Background: an optimization exercise with open tools, aiming at small area. Do not read the settings as production practice.
In this exercise RTL edits were held to simulation tests only and were not proved equivalent to the original.
Power is estimated from default activity; no workload was simulated.

`flow/run.sh`:
```
#!/bin/bash
# synth_recipe.tcl (not shown) runs the flow's synth.tcl, then flattens the netlist and writes it again
# the make line also repeats each setting of config.mk as NAME=value (left out here)
make -C /OpenROAD-flow-scripts/flow DESIGN_CONFIG=/design/flow/config.mk WORK_HOME=/design/flow/orfs CLKGATE_MAP_FILE= SYNTH_SCRIPT=/design/flow/synth_recipe.tcl finish
```
`flow/config.mk`:
```
export PLATFORM = sky130hd
export DESIGN_NAME = Lab3_140L
export DESIGN_NICKNAME = Lab3_140L
export VERILOG_FILES = /design/flow/design.v
export SDC_FILE = /design/flow/constraint.sdc
export NUM_CORES = 4
export LEC_CHECK = 0
export CAP_MARGIN = 20
export CORE_MARGIN = 2
export CORE_UTILIZATION = 40
export SLEW_MARGIN = 20
```
`flow/constraint.sdc`:
```
create_clock -name core_clock -period 10.0 [get_ports {clk}]
set_input_delay 2.0000 -clock core_clock [delete_from_list [all_inputs] [get_ports {clk}]]
set_output_delay 2.0000 -clock core_clock [all_outputs]
set_load 0.01 [all_outputs]
```
`flow/design.v`:
```
module Lab3_140L (
		input wire       rst,              
		input wire       clk,              
		input wire       bu_rx_data_rdy,   
		input wire [7:0] bu_rx_data,       
		output wire 	 L3_tx_data_rdy,   
		output wire[7:0] L3_tx_data,       
		output wire[4:0] L3_led,           
		output wire      oneSecPluse,      
		output wire[6:0] L3_segment1,      
		output wire[6:0] L3_segment2,      
		output wire[6:0] L3_segment3,      
		output wire[6:0] L3_segment4,      
		output wire[3:0] di_Mtens,         
		output wire[3:0] di_Mones,         
		output wire[3:0] di_Stens,         
		output wire[3:0] di_Sones,         
		output wire[3:0] di_AMtens,        
		output wire[3:0] di_AMones,        
		output wire[3:0] di_AStens,        
		output wire[3:0] di_ASones         
    );
    wire[7:0] rx_data;
    wire rx_data_rdy;
    wire alarm_ena;
    regrce #(8) Lab3U00 (
    .q(rx_data),
    .d(bu_rx_data),
    .ce(bu_rx_data_rdy),     
    .rst(rst),               
    .clk(clk)
    );
    regrce #(1) Lab3U01 (
    .q(rx_data_rdy),
    .d(bu_rx_data_rdy),
    .ce(1'b1),            
    .rst(rst),            
    .clk(clk)
    );
    wire l_oneSecPluse, l_oneSecStrb;
    Half_Sec_Pulse_Per_Sec #(.CLK_FREQ(12000)) secuu0 (
			.i_rst (rst),        
			.i_clk (clk),        
            .o_sec_tick (l_oneSecPluse),
			.o_sec_enab (l_oneSecStrb)
        );
    wire alarm_triggered;
    wire dicSelectLEDdisp, dicRun;
    wire dicDspMtens, dicDspMones, dicDspStens, dicDspSones;  
    wire dicStrMtens, dicStrMones, dicStrStens, dicStrSones;  
    wire dicLdMtens, dicLdMones, dicLdStens, dicLdSones;      
    wire dicAMtens, dicAMones, dicAStens, dicASones;
    dictrl dictrluu0(
        .dicSelectLEDdisp(dicSelectLEDdisp),
	    .dicRun(dicRun),              
	    .dicDspMtens(dicDspMtens),    
	    .dicDspMones(dicDspMones),    
	    .dicDspStens(dicDspStens),    
	    .dicDspSones(dicDspSones),    
	    .dicStrMtens(dicStrMtens),    
	    .dicStrMones(dicStrMones),    
	    .dicStrStens(dicStrStens),    
	    .dicStrSones(dicStrSones),    
        .dicLdMtens(dicLdMtens),
        .dicLdMones(dicLdMones),
        .dicLdStens(dicLdStens),
        .dicLdSones(dicLdSones),
	.dicAMtens(dicAMtens),
	.dicAMones(dicAMones),
	.dicAStens(dicAStens),
	.dicASones(dicASones),
	.alarm_ena(alarm_ena),	
        .rx_data_rdy(rx_data_rdy), 
        .rx_data(rx_data),         
        .rst(rst),
	    .clk(clk)
    );
   didp didpuu0(
	    .di_iMtens(di_Mtens),  
	    .di_iMones(di_Mones),  
	    .di_iStens(di_Stens),  
	    .di_iSones(di_Sones),  
	    .di_AMtens(di_AMtens),
	    .di_AMones(di_AMones),
	    .di_AStens(di_AStens),
	    .di_ASones(di_ASones),
        .o_oneSecPluse(oneSecPluse),
        .L3_led(L3_led),
        .ldMtens(dicLdMtens),  
        .ldMones(dicLdMones),  
        .ldStens(dicLdStens),  
        .ldSones(dicLdSones),  
	.aMtens(dicAMtens),
	.aMones(dicAMones),
	.aStens(dicAStens),
	.aSones(dicASones),
	.alarm_ena(alarm_ena),
	.alarm_triggered(alarm_triggered),
	    .ld_num(rx_data[3:0]), 
        .dicSelectLEDdisp(dicSelectLEDdisp),		
	    .dicRun(dicRun),                 
        .i_oneSecPluse(l_oneSecPluse),	 
	    .i_oneSecStrb(l_oneSecStrb),     
	    .rst(rst),
	    .clk(clk) 	  
	);
    bcd2segment dec0 (.segment(L3_segment1), .num(di_Sones), .enable( (alarm_triggered) ? (dicDspSones & oneSecPluse) : dicDspSones ) );
    bcd2segment dec1 (.segment(L3_segment2), .num(di_Stens), .enable( (alarm_triggered) ? (dicDspStens & oneSecPluse) : dicDspStens ) );
    bcd2segment dec2 (.segment(L3_segment3), .num(di_Mones), .enable( (alarm_triggered) ? (dicDspMones & oneSecPluse) : dicDspMones ) );
    bcd2segment dec3 (.segment(L3_segment4), .num(di_Mtens), .enable( (alarm_triggered) ? (dicDspMtens & oneSecPluse) : dicDspMtens ) );
    wire [7:0] c1 = (alarm_ena | dicStrMtens) ? {4'h3, di_AMtens} 		: "-";
    wire [7:0] c2 = (alarm_ena | dicStrMones) ? {4'h3, di_AMones} 		: "-";
    wire [7:0] c3 = (alarm_ena | dicStrMones) ? ":"               		: "-";
    wire [7:0] c4 = (alarm_ena | dicStrStens) ? {4'h3, di_AStens} 		: "-";
    wire [7:0] c5 = (alarm_ena | dicStrSones) ? {4'h3, di_ASones} 		: "-";
    wire [7:0] c6 = (alarm_ena)               ? (alarm_triggered ? "T" : "@")   : "-";
    wire delayStrb;
    delay16clks delay(
		.rdy(delayStrb)
		,.go(bu_rx_data[0])
		,.rst(rst)
		,.clk(clk));
    dispString dspStr (
		  .rdy(L3_tx_data_rdy)
        , .dOut(L3_tx_data)
		, .b0("A") 
		, .b1(c1)
		, .b2(c2)
		, .b3(c3)
		, .b4(c4) 
		, .b5(c5)
		, .b6(c6)
		, .b7(8'h0d)
		, .go(delayStrb)	
		, .rst(rst)
		, .clk(clk)
    );
endmodule  
module dictrl(
        output    dicSelectLEDdisp,  
	output 	  dicRun,            
	output 	  dicDspMtens,
	output 	  dicDspMones,
	output    dicDspStens,
	output 	  dicDspSones,
	output 	  dicStrMtens,
	output 	  dicStrMones,
	output    dicStrStens,
	output 	  dicStrSones,
        output    dicLdMtens,
        output    dicLdMones,
        output    dicLdStens,
        output    dicLdSones,
	output    dicAMtens,
	output    dicAMones,
	output    dicAStens,
	output    dicASones,
	output    alarm_ena,
        input 	    rx_data_rdy, 
        input [7:0] rx_data,     
        input 	  rst,
	input 	  clk
    );
    wire   det_cr;
    wire   det_S;
    wire   det_L;
    wire   det_A;
    wire   det_num0to5;
    wire   det_num0to9;
    wire   det_atSign;
    decodeKeys dek ( 
        .det_cr(det_cr),
	.det_S(det_S),      
	.det_L(det_L),
	.det_A(det_A),
	.det_num0to5(det_num0to5),
	.det_num(det_num0to9),  
        .det_N(dicSelectLEDdisp),
        .det_atSign(det_atSign),
	.charData(rx_data),      .charDataValid(rx_data_rdy)
    );
    dicClockFsm dicfsm (
            .dicRun(dicRun),
            .dicDspMtens(dicDspMtens), .dicDspMones(dicDspMones),
            .dicDspStens(dicDspStens), .dicDspSones(dicDspSones),
            .dicStrMtens(dicStrMtens), .dicStrMones(dicStrMones),
            .dicStrStens(dicStrStens), .dicStrSones(dicStrSones),
            .det_cr(det_cr),
            .det_S(det_S), 
	    .det_L(det_L),
	    .det_A(det_A),
            .det_num0to5(det_num0to5),
	    .det_num0to9(det_num0to9),
	    .det_atSign(det_atSign),
	    .dicLdMTens(dicLdMtens),
	    .dicLdMOnes(dicLdMones),
	    .dicLdSTens(dicLdStens),
	    .dicLdSOnes(dicLdSones),
	    .dicAMTens(dicAMtens),
	    .dicAMOnes(dicAMones),
	    .dicASTens(dicAStens),
	    .dicASOnes(dicASones),
	    .alarm_ena(alarm_ena),
            .rst(rst),
            .clk(clk)
    );
endmodule
module didp (
	    output [3:0] di_iMtens,   
	    output [3:0] di_iMones,   
	    output [3:0] di_iStens,   
	    output [3:0] di_iSones,   
	    output wire[3:0] di_AMtens,        
	    output wire[3:0] di_AMones,        
	    output wire[3:0] di_AStens,        
	    output wire[3:0] di_ASones,        
            output       o_oneSecPluse,
            output [4:0] L3_led,      
	    output reg alarm_triggered,
            input        ldMtens,
            input        ldMones,
            input        ldStens,
            input        ldSones,
	    input	 aMtens,
	    input	 aMones,
	    input	 aStens,
	    input	 aSones,
	    input [3:0]  ld_num,
	    input	 alarm_ena,
            input        dicSelectLEDdisp,
	    input 	     dicRun,       
            input        i_oneSecPluse,  
	    input 	     i_oneSecStrb,   
	    input 	     rst,
	    input 	     clk 	  
	);
    assign o_oneSecPluse = i_oneSecPluse & dicRun;
    wire clkSecStrb = i_oneSecStrb & dicRun;
    wire SonesIs9 = ~|(di_iSones ^ 4'd9);
    wire StensIs5 = ~|(di_iStens ^ 4'd5);
    wire MonesIs9 = ~|(di_iMones ^ 4'd9);
    wire MtensIs5 = ~|(di_iMtens ^ 4'd5);
    wire rollSones = SonesIs9;
    wire rollStens = StensIs5 & SonesIs9;
    wire rollMones = MonesIs9 & StensIs5 & SonesIs9;
    wire rollMtens = MtensIs5 & MonesIs9 & StensIs5 & SonesIs9;
    wire countEnSones = clkSecStrb;  
    wire countEnStens = clkSecStrb & SonesIs9;
    wire countEnMones = clkSecStrb & StensIs5 & SonesIs9;
    wire countEnMtens = clkSecStrb & MonesIs9 & StensIs5 & SonesIs9;
    wire [3:0] sOnesDin = ldSones ? ld_num : 4'b0;
    wire [3:0] sTensDin = ldStens ? ld_num : 4'b0;
    wire [3:0] mOnesDin = ldMones ? ld_num : 4'b0;
    wire [3:0] mTensDin = ldMtens ? ld_num : 4'b0;
    wire [3:0] asOnesDin = aSones ? ld_num : 4'b0;
    wire [3:0] asTensDin = aStens ? ld_num : 4'b0;
    wire [3:0] amOnesDin = aMones ? ld_num : 4'b0;
    wire [3:0] amTensDin = aMtens ? ld_num : 4'b0;
    countrce didpsones (.q(di_iSones),          .d(sOnesDin), 
                        .ld(rollSones|ldSones), .ce(countEnSones|ldSones), 
                        .rst(rst),              .clk(clk));
    countrce didpstens (.q(di_iStens),          .d(sTensDin), 
                        .ld(rollStens|ldStens), .ce(countEnStens|ldStens), 
                        .rst(rst),              .clk(clk));
    countrce didpmones (.q(di_iMones),          .d(mOnesDin), 
                        .ld(rollMones|ldMones), .ce(countEnMones|ldMones), 
                        .rst(rst),              .clk(clk));
    countrce didpmtens (.q(di_iMtens),          .d(mTensDin), 
                        .ld(rollMtens|ldMtens), .ce(countEnMtens|ldMtens), 
                        .rst(rst),              .clk(clk));
    regrce #(4) regdpsones (.q(di_ASones),          .d(asOnesDin), 
                       	    .ce(aSones), 
                       	    .rst(rst),              .clk(clk));
    regrce #(4) regdpstens (.q(di_AStens),          .d(asTensDin), 
                       	    .ce(aStens), 
                       	    .rst(rst),              .clk(clk));
    regrce #(4) regdpmones (.q(di_AMones),          .d(amOnesDin), 
                       	    .ce(aMones), 
                       	    .rst(rst),              .clk(clk));
    regrce #(4) regdpmtens (.q(di_AMtens),          .d(amTensDin), 
                       	    .ce(aMtens), 
                       	    .rst(rst),              .clk(clk));
    reg alarm_held;
    wire alarm_time_reached = ~rst & alarm_ena &
        ((~|(di_iMtens ^ di_AMtens) & ~|(di_iMones ^ di_AMones) & ~|(di_iStens ^ di_AStens) & ~|(di_iSones ^ di_ASones)) | alarm_held);
    always @(*) alarm_triggered = alarm_time_reached;
    always @(posedge clk)
        alarm_held <= alarm_time_reached;
    ledDisplay ledDisp00 (
        .L3_led(L3_led),
        .di_Mtens(di_iMtens),
        .di_Mones(di_iMones),
        .di_Stens(di_iStens),
        .di_Sones(di_iSones),
	.alarm_triggered(alarm_time_reached),
        .dicSelectLEDdisp(dicSelectLEDdisp),
        .oneSecPluse(o_oneSecPluse),
        .rst(rst),
        .clk(clk)
    );
endmodule
module ledDisplay (
        output[4:0] L3_led,
        input [3:0] di_Mtens,
        input [3:0] di_Mones,
        input [3:0] di_Stens,
        input [3:0] di_Sones,
	input  alarm_triggered,
        input  dicSelectLEDdisp,  
        input  oneSecPluse,
        input  rst,
        input  clk
    );
    wire [1:0] selLed;
    countrce #(2) blah(.q(selLed), .d(2'b00), .ld(1'b0), .ce(dicSelectLEDdisp), .rst(rst), .clk(clk));
    assign L3_led = (alarm_triggered) ? {oneSecPluse, oneSecPluse, oneSecPluse, oneSecPluse, oneSecPluse} :
    	            (( ~|(selLed ^ 2'b00) ) ? {oneSecPluse, di_Sones} :
    		    ( ~|(selLed ^ 2'b01) ) ? {oneSecPluse, di_Stens} :
    		    ( ~|(selLed ^ 2'b10) ) ? {oneSecPluse, di_Mones} :
      	                     		     {oneSecPluse, di_Mtens}) ;
endmodule
module dicClockFsm (
		output reg dicRun,      
		output reg dicDspMtens,
		output reg dicDspMones,
		output reg dicDspStens,
		output reg dicDspSones,
		output reg dicStrMtens,
		output reg dicStrMones,
		output reg dicStrStens,
		output reg dicStrSones,
		output reg dicLdMTens,  
		output reg dicLdMOnes,  
		output reg dicLdSTens,  
		output reg dicLdSOnes,  
		output reg dicAMTens,  
		output reg dicAMOnes,
		output reg dicASTens,
		output reg dicASOnes,
		output reg alarm_ena,
        	input      det_cr,
        	input      det_S,       
                input      det_L,       
		input      det_A,       
		input      det_num0to5,  
		input      det_num0to9,  
		input      det_atSign,  
		input      rst,
		input      clk
    );
    localparam
    STOP             = 4'b0000, 
    RUN              = 4'b0001,
    LOAD_TIME_1      = 4'b0010,
    LOAD_TIME_2      = 4'b0011,
    LOAD_TIME_3      = 4'b0100,
    LOAD_TIME_4      = 4'b0101,
    LOAD_TIME_5      = 4'b0110,
    LOAD_ALARM_1     = 4'b0111,
    LOAD_ALARM_2     = 4'b1000,
    LOAD_ALARM_3     = 4'b1001,
    LOAD_ALARM_4     = 4'b1010,
    LOAD_ALARM_5     = 4'b1011,
    LOAD_ALARM_6     = 4'b1100,
    DEACTIVATE_ALARM = 4'b1101,
    ACTIVATE_ALARM   = 4'b1110;
    reg [3:0] cState;
    reg [3:0] nState;
    reg [3:0] currentAlarmState;
    reg [3:0] nextAlarmState;
    reg runFlag;
    always @(*) begin
        if (rst)
	    begin
                nState = STOP;
	    end
        else begin
        case (cState)
            RUN:
   	    begin
		if(det_cr)
		   nState = STOP;
		else if(det_S)
		   nState = RUN;
		else if(det_L)
		   nState = LOAD_TIME_1;
		else if(det_A)
		   nState = LOAD_ALARM_1;
		else
		   nState = RUN;
   	    end
     	    STOP:
            begin
		if(det_S)
		   nState = RUN;
		else if(det_cr)
		   nState = STOP;
		else if(det_L)
		   nState = LOAD_TIME_1;
		else if(det_A)
		   nState = LOAD_ALARM_1;
		else
		   nState = STOP;
            end
	    LOAD_TIME_1:
	    begin
		if(det_num0to5)
		    nState = LOAD_TIME_2;
		else
		    nState = LOAD_TIME_1;
	    end
	    LOAD_TIME_2:
	    begin
		if(det_num0to9)
		    nState = LOAD_TIME_3;
		else
		    nState = LOAD_TIME_2;
	    end
	    LOAD_TIME_3:
	    begin
		if(det_num0to5)
		    nState = LOAD_TIME_4;
		else
		    nState = LOAD_TIME_3;
	    end
	    LOAD_TIME_4:
	    begin
		if(det_num0to9)
		    nState = LOAD_TIME_5;
		else
		    nState = LOAD_TIME_4;
	    end
	    LOAD_TIME_5:
	    begin
	        if(det_S)
		    nState = RUN;
		else if(det_cr)
		    nState = STOP;
		else
		    nState = LOAD_TIME_5;
	    end
	    LOAD_ALARM_1:
	    begin
	    	if(det_num0to5)
		    nState = LOAD_ALARM_2;
		else
		    nState = LOAD_ALARM_1;
	    end
	    LOAD_ALARM_2:
	    begin
	    	if(det_num0to9)
		    nState = LOAD_ALARM_3;
		else
		    nState = LOAD_ALARM_2;
	    end
	    LOAD_ALARM_3:
	    begin
	    	if(det_num0to5)
		    nState = LOAD_ALARM_4;
		else
		    nState = LOAD_ALARM_3;
	    end
	    LOAD_ALARM_4:
	    begin
	    	if(det_num0to9)
		    nState = LOAD_ALARM_5;
		else
		    nState = LOAD_ALARM_4;
	    end
	    LOAD_ALARM_5:
	    begin
	    	if(det_atSign)
		    nState = LOAD_ALARM_5;
		if(det_S)
		    nState = RUN;
		else if(det_cr)
		    nState = STOP;
		else if(det_A)
		    nState = LOAD_ALARM_1;
		else
		    nState = LOAD_ALARM_5;
	    end
	    default:
	    begin
		nState = STOP;
	    end
        endcase
        end
   end
    always @(*) begin
	dicRun = runFlag;
	dicDspMtens = 1;
	dicDspMones = 1;
	dicDspStens = 1;
	dicDspSones = 1;
	dicLdMTens = 0;
	dicLdMOnes = 0;
	dicLdSTens = 0;
	dicLdSOnes = 0;
	dicAMTens = 0;
	dicAMOnes = 0;
	dicASTens = 0;
	dicASOnes = 0;
	dicStrMtens = 0;
	dicStrMones = 0;
	dicStrStens = 0;
	dicStrSones = 0;
        case (cState)
        STOP:
	   begin
	        dicRun = 0;
	        dicDspSones = 1;
		dicDspStens = 1;
           	dicDspMones = 1;
           	dicDspMtens = 1;
           end
        RUN:
	   begin
           	dicRun = 1;
           	dicDspSones = 1;
           	dicDspStens = 1;
           	dicDspMones = 1;
           	dicDspMtens = 1;
           end
	LOAD_TIME_1:
	    begin
		dicLdMTens = det_num0to5;
		dicLdMOnes = 0;
		dicLdSTens = 0;
		dicLdSOnes = 0;
           	dicDspSones = 0;
           	dicDspStens = 0;
           	dicDspMones = 0;
           	dicDspMtens = 1;
	    end
	LOAD_TIME_2:
	    begin
		dicLdMTens = 0;
		dicLdMOnes = det_num0to9;
		dicLdSTens = 0;
		dicLdSOnes = 0;
           	dicDspSones = 0;
           	dicDspStens = 0;
           	dicDspMones = 1;
           	dicDspMtens = 1;
	    end
	LOAD_TIME_3:
	    begin
		dicLdMTens = 0;
		dicLdMOnes = 0;
		dicLdSTens = det_num0to5;
		dicLdSOnes = 0;
           	dicDspSones = 0;
           	dicDspStens = 1;
           	dicDspMones = 1;
           	dicDspMtens = 1;
	    end
	LOAD_TIME_4:
	    begin
		dicLdMTens = 0;
		dicLdMOnes = 0;
		dicLdSTens = 0;
		dicLdSOnes = det_num0to9;
           	dicDspSones = 1;
           	dicDspStens = 1;
           	dicDspMones = 1;
           	dicDspMtens = 1;
	    end
	LOAD_TIME_5:
	    begin
		dicLdMTens = 0;
		dicLdMOnes = 0;
		dicLdSTens = 0;
		dicLdSOnes = 0;
           	dicDspSones = 1;
           	dicDspStens = 1;
           	dicDspMones = 1;
           	dicDspMtens = 1;
	    end
	LOAD_ALARM_1:
	    begin
		dicAMTens = det_num0to5;
		dicAMOnes = 0;
		dicASTens = 0;
		dicASOnes = 0;
		dicStrMtens = 1;
		dicStrMones = 0;
		dicStrStens = 0;
		dicStrSones = 0;
           	dicDspSones = 1;
           	dicDspStens = 1;
           	dicDspMones = 1;
           	dicDspMtens = 1;
	    end
	LOAD_ALARM_2:
	    begin
		dicAMTens = 0;
		dicAMOnes = det_num0to9;
		dicASTens = 0;
		dicASOnes = 0;
		dicStrMtens = 1;
		dicStrMones = 1;
		dicStrStens = 0;
		dicStrSones = 0;
           	dicDspSones = 1;
           	dicDspStens = 1;
           	dicDspMones = 1;
           	dicDspMtens = 1;
	    end
	LOAD_ALARM_3:
	    begin
		dicAMTens = 0;
		dicAMOnes = 0;
		dicASTens = det_num0to5;
		dicASOnes = 0;
		dicStrMtens = 1;
		dicStrMones = 1;
		dicStrStens = 1;
		dicStrSones = 0;
           	dicDspSones = 1;
           	dicDspStens = 1;
           	dicDspMones = 1;
           	dicDspMtens = 1;
	    end
	LOAD_ALARM_4:
	    begin
		dicAMTens = 0;
		dicAMOnes = 0;
		dicASTens = 0;
		dicASOnes = det_num0to9;
		dicStrMtens = 1;
		dicStrMones = 1;
		dicStrStens = 1;
		dicStrSones = 1;
           	dicDspSones = 1;
           	dicDspStens = 1;
           	dicDspMones = 1;
           	dicDspMtens = 1;
	    end
	LOAD_ALARM_5:
	    begin
		dicAMTens = 0;
		dicAMOnes = 0;
		dicASTens = 0;
		dicASOnes = 0;
		dicStrMtens = 1;
		dicStrMones = 1;
		dicStrStens = 1;
		dicStrSones = 1;
           	dicDspSones = 1;
           	dicDspStens = 1;
           	dicDspMones = 1;
           	dicDspMtens = 1;
	    end
	LOAD_ALARM_6:
	    begin
		dicAMTens = 0;
		dicAMOnes = 0;
		dicASTens = 0;
		dicASOnes = 0;
		dicStrMtens = 1;
		dicStrMones = 1;
		dicStrStens = 1;
		dicStrSones = 1;
           	dicDspSones = 1;
           	dicDspStens = 1;
           	dicDspMones = 1;
           	dicDspMtens = 1;
	    end
       endcase
   end
   always @(*) begin
	if(rst)
	     nextAlarmState = DEACTIVATE_ALARM;
	else
	case(currentAlarmState)
	   default:
	     nextAlarmState = DEACTIVATE_ALARM;
	   DEACTIVATE_ALARM:
	     begin
	     if(det_atSign)
		nextAlarmState = ACTIVATE_ALARM;
	     else
		nextAlarmState = DEACTIVATE_ALARM;
	     end
	   ACTIVATE_ALARM:
	     begin
	     if(det_atSign)
		nextAlarmState = DEACTIVATE_ALARM;
	     else
		nextAlarmState = ACTIVATE_ALARM;
	     end
	endcase
   end
   always @(*) begin
	case(currentAlarmState)
	   default:
		alarm_ena = 0;
	   DEACTIVATE_ALARM:
	     begin
		alarm_ena = 0;
	     end
	   ACTIVATE_ALARM:
	     begin
		alarm_ena = 1;
	     end
	endcase
   end
   always @(posedge clk) begin
      cState <= nState;
      if (nState == STOP)
         runFlag <= 1'b0;
      else if (nState == RUN)
         runFlag <= 1'b1;
      currentAlarmState <= nextAlarmState;
   end
endmodule
module decodeKeys(
        output wire     det_esc,
        output wire     det_num,
        output wire     det_num0to5, 
        output wire     det_cr,
        output wire     det_atSign,
        output wire     det_A,
        output wire     det_L,
        output wire     det_N,
        output wire     det_S,
        input wire[7:0] charData,
        input wire      charDataValid
    );
   assign det_esc = ( ~|(charData ^ 8'd27) ) & charDataValid;
   assign det_num0to5 = ( (~|(charData ^ "0")) | (~|(charData ^ "1")) | (~|(charData ^ "2")) | (~|(charData ^ "3")) |
			  (~|(charData ^ "4")) | (~|(charData ^ "5")) ) & charDataValid;
   assign det_num = ( (~|(charData ^ "0")) | (~|(charData ^ "1")) | (~|(charData ^ "2")) | (~|(charData ^ "3")) |
		      (~|(charData ^ "4")) | (~|(charData ^ "5")) | (~|(charData ^ "6")) | (~|(charData ^ "7")) |
                      (~|(charData ^ "8")) | (~|(charData ^ "9")) ) & charDataValid;   
   assign det_cr =  ( ~|(charData ^ 8'd13) ) & charDataValid;
   assign det_A = ( (~|(charData ^ "a")) | (~|(charData ^ "A")) ) & charDataValid;
   assign det_L = ( (~|(charData ^ "L")) | (~|(charData ^ "l")) ) & charDataValid;
   assign det_N = ( (~|(charData ^ "n")) | (~|(charData ^ "N")) ) & charDataValid;
   assign det_S = ( (~|(charData ^ "s")) | (~|(charData ^ "S")) ) & charDataValid;
   assign det_atSign = ( ~|(charData ^ "@") ) & charDataValid;
endmodule
module countrce #(parameter WIDTH = 4)
   (
    output reg [WIDTH-1:0] q,
    input wire [WIDTH-1:0] d,
    input wire             ld,  
    input wire       ce,  
    input wire       rst,  
    input wire       clk
    );
    wire[WIDTH-1:0] temp;
    N_bit_counter #(WIDTH) counter(.result(temp), .r1(q), .up(1'b1));
    always @(posedge clk) begin
        if (rst)
            q <= {WIDTH{1'b0}};
        else begin
        if (~ce)
            q <= q;
        else
        if (ld)
            q <= d;
        else
            q <= temp;           
        end
   end
endmodule
module regrce #(parameter WIDTH = 1)
   (
    output reg [WIDTH-1:0] q,
    input wire [WIDTH-1:0] d,
    input wire		   ce,     
    input wire         rst,    
    input wire		   clk);
    always @(posedge clk) begin
        if (rst)
	        q <= {WIDTH{1'b0}};
        else begin
	    if (ce)
	        q <= d;
	    else
	        q <= q;
        end
    end
endmodule
module N_bit_counter #(parameter N = 4)(
output [N-1:0] result ,  
input  [N-1:0] r1     ,  
input          up
);
wire     [N-1:0]      ci       ;
assign result[0] = ~r1[0];
genvar i;
generate
    for (i = 1; i < N; i=i+1) 
    begin : counter_gen_label	
        assign ci[i] = (up)? &r1[i-1:0] : ~|r1[i-1:0];
        xor (result[i], r1[i], ci[i]);
    end
endgenerate
endmodule 
module Half_Sec_Pulse_Per_Sec(
			      input wire  i_rst,  
			      input wire  i_clk,  
			      output wire o_sec_tick,  
			      output wire o_sec_enab
			      );
parameter CLK_FREQ = 12000000;
localparam CLK_CYCLES_PER_HALF_SEC = CLK_FREQ/2;
localparam COUNTER_WIDTH = $clog2(CLK_CYCLES_PER_HALF_SEC+15);
reg [4-1:0] l_precount;
reg [COUNTER_WIDTH-1-4:0] l_count;    
reg [1:0] delay_line;								   
reg  sec_clk;    
assign o_sec_tick = sec_clk;
   reg sec_clkD;
   always @(posedge i_clk) begin
      sec_clkD <= sec_clk;
   end
   assign o_sec_enab = sec_clk & ~ sec_clkD;
wire [4-1:0] o_adder_div_precntr11;
defparam vbuf_precount_cntrl1.N = 4;
N_bit_counter vbuf_precount_cntrl1(
.result (o_adder_div_precntr11[4-1:0])       ,  
.r1 (l_precount[4-1:0])                      ,  
.up (1'b1)
);
wire [COUNTER_WIDTH-1-4:0] o_adder_div_cntr11;
defparam vbuf_count_cntrl1.N = COUNTER_WIDTH-4;
N_bit_counter vbuf_count_cntrl1(
.result (o_adder_div_cntr11[COUNTER_WIDTH-1-4:0])       ,  
.r1 (l_count[COUNTER_WIDTH-1-4:0])                      ,  
.up (1'b1)
);
wire [COUNTER_WIDTH-1:0] l_count_test = {l_count, l_precount} ^ (CLK_CYCLES_PER_HALF_SEC);
always@(posedge i_clk) begin
    if(i_rst) begin
        l_count <= 0;
		l_precount<=0;
        sec_clk <= 0;
		delay_line <= 2'b00;
    end
    else begin
        l_precount[3:0] <= o_adder_div_precntr11[3:0];
		delay_line[1:0] <= {delay_line[0], &l_precount};
	    l_count <= (~|(l_count_test))?                0: 
		           (delay_line[0] & ~delay_line[1])? o_adder_div_cntr11: l_count;
		sec_clk <= (~|(l_count_test))? ~sec_clk : sec_clk;
    end
end
endmodule
module bcd2segment (
 output wire [6:0] segment,   
 input  wire [3:0] num,       
 input wire enable            
 );
   wire [6:0] segmentUQ;
   assign segmentUQ[0] = ( (~|(num ^ 4'd0)) | (~|(num ^ 4'd2)) | (~|(num ^ 4'd3)) | (~|(num ^ 4'd5)) | (~|(num ^4'd6)) |
                         (~|(num ^ 4'd7)) | (~|(num ^ 4'd8)) | (~|(num ^ 4'd9)) | (~|(num ^ 4'd10))  | (~|(num ^ 4'd12)) |
                         (~|(num ^ 4'd14)) | (~|(num ^ 4'd15)) );
   assign segmentUQ[1] = ( (~|(num ^ 4'd0)) | (~|(num ^ 4'd1)) | (~|(num ^ 4'd2)) | (~|(num ^ 4'd3)) | (~|(num ^ 4'd4)) |
                           (~|(num ^ 4'd7)) | (~|(num ^ 4'd8)) | (~|(num ^ 4'd9)) | (~|(num ^ 4'd10)) | (~|(num ^ 4'd13)) );
   assign segmentUQ[2] = ( (~|(num ^ 4'd0))  | (~|(num ^ 4'd1))  | (~|(num ^ 4'd3))  | (~|(num ^ 4'd4)) |
                           (~|(num ^ 4'd5))  | (~|(num ^ 4'd6))  | (~|(num ^ 4'd7))  | (~|(num ^ 4'd8)) |
                           (~|(num ^ 4'd9))  | (~|(num ^ 4'd10)) | (~|(num ^ 4'd11)) | (~|(num ^ 4'd13)) );
   assign segmentUQ[3] = ( (~|(num ^ 4'd0)) | (~|(num ^ 4'd2)) | (~|(num ^ 4'd3)) | (~|(num ^ 4'd5)) | (~|(num ^ 4'd6)) |
                           (~|(num ^ 4'd8)) | (~|(num ^ 4'd11)) | (~|(num ^ 4'd12)) | (~|(num ^ 4'd13)) |
                           (~|(num ^ 4'd14)) );
   assign segmentUQ[4] = ( (~|(num ^ 4'd0)) | (~|(num ^ 4'd2)) | (~|(num ^ 4'd6)) | (~|(num ^ 4'd8)) | (~|(num ^ 4'd10)) |
                           (~|(num ^ 4'd11)) | (~|(num ^ 4'd12)) | (~|(num ^ 4'd13)) | (~|(num ^ 4'd14)) | (~|(num ^ 4'd15)) );
   assign segmentUQ[5] = ( (~|(num ^ 4'd0)) | (~|(num ^ 4'd4)) | (~|(num ^ 4'd5)) | (~|(num ^ 4'd6)) | (~|(num ^ 4'd8)) |
                           (~|(num ^ 4'd9)) | (~|(num ^ 4'd10)) | (~|(num ^ 4'd11)) | (~|(num ^ 4'd12)) | (~|(num ^ 4'd14)) |
                           (~|(num ^ 4'd15)) );
   assign segmentUQ[6] = ( (~|(num ^ 4'd2)) | (~|(num ^ 4'd3)) | (~|(num ^ 4'd4)) | (~|(num ^ 4'd5)) | (~|(num ^ 4'd6)) |
                           (~|(num ^ 4'd8)) | (~|(num ^ 4'd9)) | (~|(num ^ 4'd10)) | (~|(num ^ 4'd11)) | (~|(num ^ 4'd13)) |
                           (~|(num ^ 4'd14)) | (~|(num ^ 4'd15)) );
   assign segment = {7{enable}} & segmentUQ;
endmodule
module dispString(
		  output reg 	   rdy,
		  output wire [7:0] dOut,
		  input wire [7:0] b0,
		  input wire [7:0] b1,
		  input wire [7:0] b2,
		  input wire [7:0] b3,
		  input wire [7:0] b4,
		  input wire [7:0] b5,
		  input wire [7:0] b6,
		  input wire [7:0] b7,
		  input wire       go,
		  input wire 	   rst,
		  input wire 	   clk);
   reg [3:0] 			   cnt;
   always @(posedge clk) begin
    if (rst)
	   cnt <= 4'b0000;
    else begin
	if (go | (cnt != 4'b0000))
	   cnt <= cnt + 1;
	else
	   cnt <= cnt;
    end
    rdy <= cnt[0];
   end
   assign dOut = 
		  (cnt[3:1]==3'b000) ? b0 :
		  (cnt[3:1]==3'b001) ? b1 :
		  (cnt[3:1]==3'b010) ? b2 :
		  (cnt[3:1]==3'b011) ? b3 :
		  (cnt[3:1]==3'b100) ? b4 :
		  (cnt[3:1]==3'b101) ? b5 :
		  (cnt[3:1]==3'b110) ? b6 : b7;
endmodule  
module delay16clks(
		  output reg 	   rdy,
		  input wire       go,
		  input wire 	   rst,
		  input wire 	   clk);
   parameter WIDTH = 8;
   reg  [WIDTH-1:0] count;
   wire [WIDTH-1:0] count_next;   
   defparam uu0.N = WIDTH;
   N_bit_counter uu0(
   .result (count_next[WIDTH-1:0])       ,  
   .r1 (count[WIDTH-1:0])                  ,  
   .up (1'b1)
   );
   always @(posedge clk) begin
    if (rst)
	   count <= {WIDTH{1'b0}};
    else begin
	if (go)
	   count <= count_next;
	else if(|count)
	   count <= count_next;
    else 
       count <= {WIDTH{1'b0}};
    end
    rdy <= &count;
   end
endmodule  
```
==> results.txt <==
==> power by group <==
group | switching, mW | total (mW) | internal [mW]
Combinational | 0.0357 | 0.0717 | 0.0360
Sequential | 0.0153 | 0.350 | 0.335
Clock | 0.123 | 0.340 | 0.217
==> per-layer routing <==
metal  up-vias  part of all wire, %  track usage (%)
li1       3033                    -                -
met1      2883                   45             27.4
met2       177                   48             35.0
met3        23                  5.2             2.84
met4         0                  1.7             6.72
met5         -                    0                0
==> worst max-delay path, cell delays in order <==
cell	delay (ns)
buf_2	0.10
buf_4	0.31
or3_1	0.65
and4_1	0.29
nor4_1	0.38
clkdlybuf4s50_1	0.62
==> per-stage QoR <==
| step | hold slack [ns] | instance area, µm² | power [mW] |
|---|---|---|---|
| finish | 0.397 | 7230 | 0.762 |
| global route | 0.408 | 7230 | 0.796 |
| CTS | 0.401 | 7230 | 0.772 |
| detailed placement | 0.393 | 6930 | 0.429 |
| global placement | 0.390 | 6930 | 0.427 |
| floorplan | 0.368 | 6140 | 0.398 |
==> cells in the final DEF, fill, tap and decap left out, types with 4 or more instances in the layout <==
cell,netlist,final
a311oi_1,7,7
nand3_1,15,15
o211ai_1,7,7
and3_1,7,7
inv_1,25,25
o22ai_1,6,6
nand2b_1,10,10
nor3b_1,5,5
clkdlybuf4s50_1,0,83
o21ai_0,44,44
a21oi_1,66,66
xnor2_1,16,16
nor4_1,13,13
nand4_1,9,9
nor3_1,17,17
a211oi_1,21,21
ha_1,36,36
o31ai_1,7,7
nor2b_1,22,22
clkbuf_16,0,9
and2_1,5,5
nor2_1,140,140
a21o_1,4,4
xor2_1,21,21
mux2i_1,28,28
nand3b_1,4,4
dfxtp_1,82,82
a31oi_1,13,13
and3b_1,6,6
nand2_1,65,65
o22a_1,5,5
==> cell families after synthesis <==
family / share of synthesized area (%)
AND/OR/NAND/NOR: 27.5
buffers and inverters: 6.52
XOR/XNOR: 5.28
flip-flops: 26.7
AO/OA/AOI/OAI: 21.6
adder cells (fa/ha/maj): 7.33
other: 0.0611
multiplexers: 4.99
==> worst max path at each step <==
stage,from,to,cells after the start
finish,rst,L3_tx_data[2],6
global route,rst,L3_tx_data[2],6
CTS,rst,L3_tx_data[2],6
detailed placement,rst,L3_tx_data[2],6
global placement,rst,L3_tx_data[2],6
floorplan,rst,L3_tx_data[2],5
==> layout make-up <==
| type | count | area, µm² | area share, % |
|---|---|---|---|
| Multi-Input combinational cell | 658 | 4100 | 56.7 |
| Sequential cell | 82 | 1640 | 22.7 |
| Timing Repair Buffer | 86 | 851 | 11.8 |
| Clock buffer | 12 | 236 | 3.27 |
| Tap cell | 188 | 235 | 3.25 |
| Inverter | 27 | 101 | 1.40 |
| Clock inverter | 3 | 65.1 | 0.900 |
==> results.txt <==
TritonCTS clock tree -> built
Final GP Congestion -> 0.921
Final nets -> 911
# Max-Cap Violations -> 0
DIE AREA -> 16,400 µm²
Synth area leaders -> dfxtp_1 (27%), nor2_1 (8.6%), ha_1 (7.3%), a21oi_1 (5.4%), mux2i_1 (4.6%)
Final setup viols -> 0
Max Freq -> 156 MHz
first-pass GRT wire length -> 27,800 µm
Syn Nets -> 886
final antenna-violating net count -> 0
cts repair resizes -> 0
HPWL after DPL -> 12,300 µm
sequential area share after synthesis -> 26.7%
antenna violations before repair -> 0
routed wire length -> 17,300 µm
Cells after Synth -> 839
R2R cell count -> 6
crit path DAT -> 4.39 ns
biggest registers after layout -> secuu0.l_count: 9 flops, Lab3U00.q: 8 flops, delay.count: 8 flops
power per standard cell area -> 105 nW/µm²
most flop-heavy register -> secuu0.l_count
CTS root buffer -> clkbuf_16
Clock transition at path regs -> 0.06 ns
setup bufs post-CTS -> 0
Crit Path Max Fanout -> 63
P&R area growth vs syn -> 17.7%
hold worst-path end -> dspStr.rdy
Worst R2R End -> dictrluu0.dicfsm.runFlag
most common cell in the netlist -> nor2_1
Die Y-Extent -> 128 µm
Synth async-reset ratio -> 0%
IO buf count -> 84
leakage power -> 2.85 nW
max-slew violations -> 0
worst skew pair latency -> 0.34 ns
Post-Synthesis Cell Area -> 6140 µm²
setup TNS -> 0 ns
final hold vios -> 0
Worst Tran Pin Value -> 1.03 ns
Avg WL per Cell -> 16.4 µm
synth unique cells -> 72
main flop type after synthesis -> dfxtp_1
Layout Skew -> 0.00391 ns
critical path class -> input pin to output pin
TritonRoute pass-1 iters -> 5
die width -> 128 µm
WHS Path Cells -> 0
Remaining DRCs -> 0
share of layout cells above drive strength 1 -> 2.88%
FF+latch count, synth -> 82
DR iter-0 viols -> 448
via count -> 6,116
crit share post-route -> 63.9%
Syn Area/Cell -> 7.32 µm²
Layout Cells excl Fill -> 1,056
placed cells -> 1,041
Max Root-Sink Buffers -> 2
Worst Hold Launch -> dspStr.cnt[0]
TritonCTS buffer count -> 9
Synth top area share -> 26.7%
clock tree sinks -> 82
Place WS -> 3.63 ns
largest area contributor in the netlist -> dfxtp_1
Slew HR -> 31.3%
fillers -> 1,545
RSZ-0062 raised after global routing -> no
I/O pin cnt -> 86
yosys synthesis warning count -> 10
Largest register FFs -> 9
worst vdd ir -> 102 µV
Final WS setup -> 3.61 ns
worst min path class -> flop to flop
overall routing resource usage -> 20.7%
R2R Path Start -> Lab3U00.q[0]
Post-synth EDFFs -> 0
status -> finished clean
Reg2Reg Setup Slack -> 7.23 ns
Core Area -> 15,100 µm²
critical path data required time -> 8.00 ns
Rows -> 45
Inserted Diodes -> 0
vias per cell -> 5.79
H-tree depth -> 3
Starting Density -> 40.7%
largest net degree at the start of global routing -> 64
commonest cells in the netlist -> nor2_1 (140), dfxtp_1 (82), a21oi_1 (66)
total congestion overflow -> 0
Worst setup EP type -> output pin
cts hold-fix bufs -> 0
Util after Layout -> 47.9%
vias in the first global route -> 5,559
post-layout min period -> 6.39 ns
CP Launch Type -> input pin

==> separate check: timing with driven ports <==
The results above use ideal ports. As a check the final layout listed here was re-extracted and re-timed, cells and wires unchanged.
Step 1 (the two cells are an assumption about what drives the block):
set clk [get_ports {clk}]
set_driving_cell -lib_cell sky130_fd_sc_hd__clkbuf_16 $clk
set_driving_cell -lib_cell sky130_fd_sc_hd__buf_2 [delete_from_list [all_inputs] $clk]
Step 2 adds t to the input delays and takes it off the output delays; t is the mean of the earliest and latest rising clock arrival at the registers after step 1. Input paths then give back, and output paths get back, about the clock's delay inside the block.
Three values: ideal, step 1, step 2; two values: the first two.
t, ns: 0.371
slack for setup (ns): 3.608 / 3.585 / 3.585
worst hold slack (ns): 0.397 / 0.397 / 0.397
worst register clock-pin slew, ns: 0.06 / 0.06
worst data-port slew with drivers (ns): 0.03
After both steps setup and hold are still met in this run. The setup slack of this run moves by -0.023 ns with the drivers and by -0.023 ns with both steps.
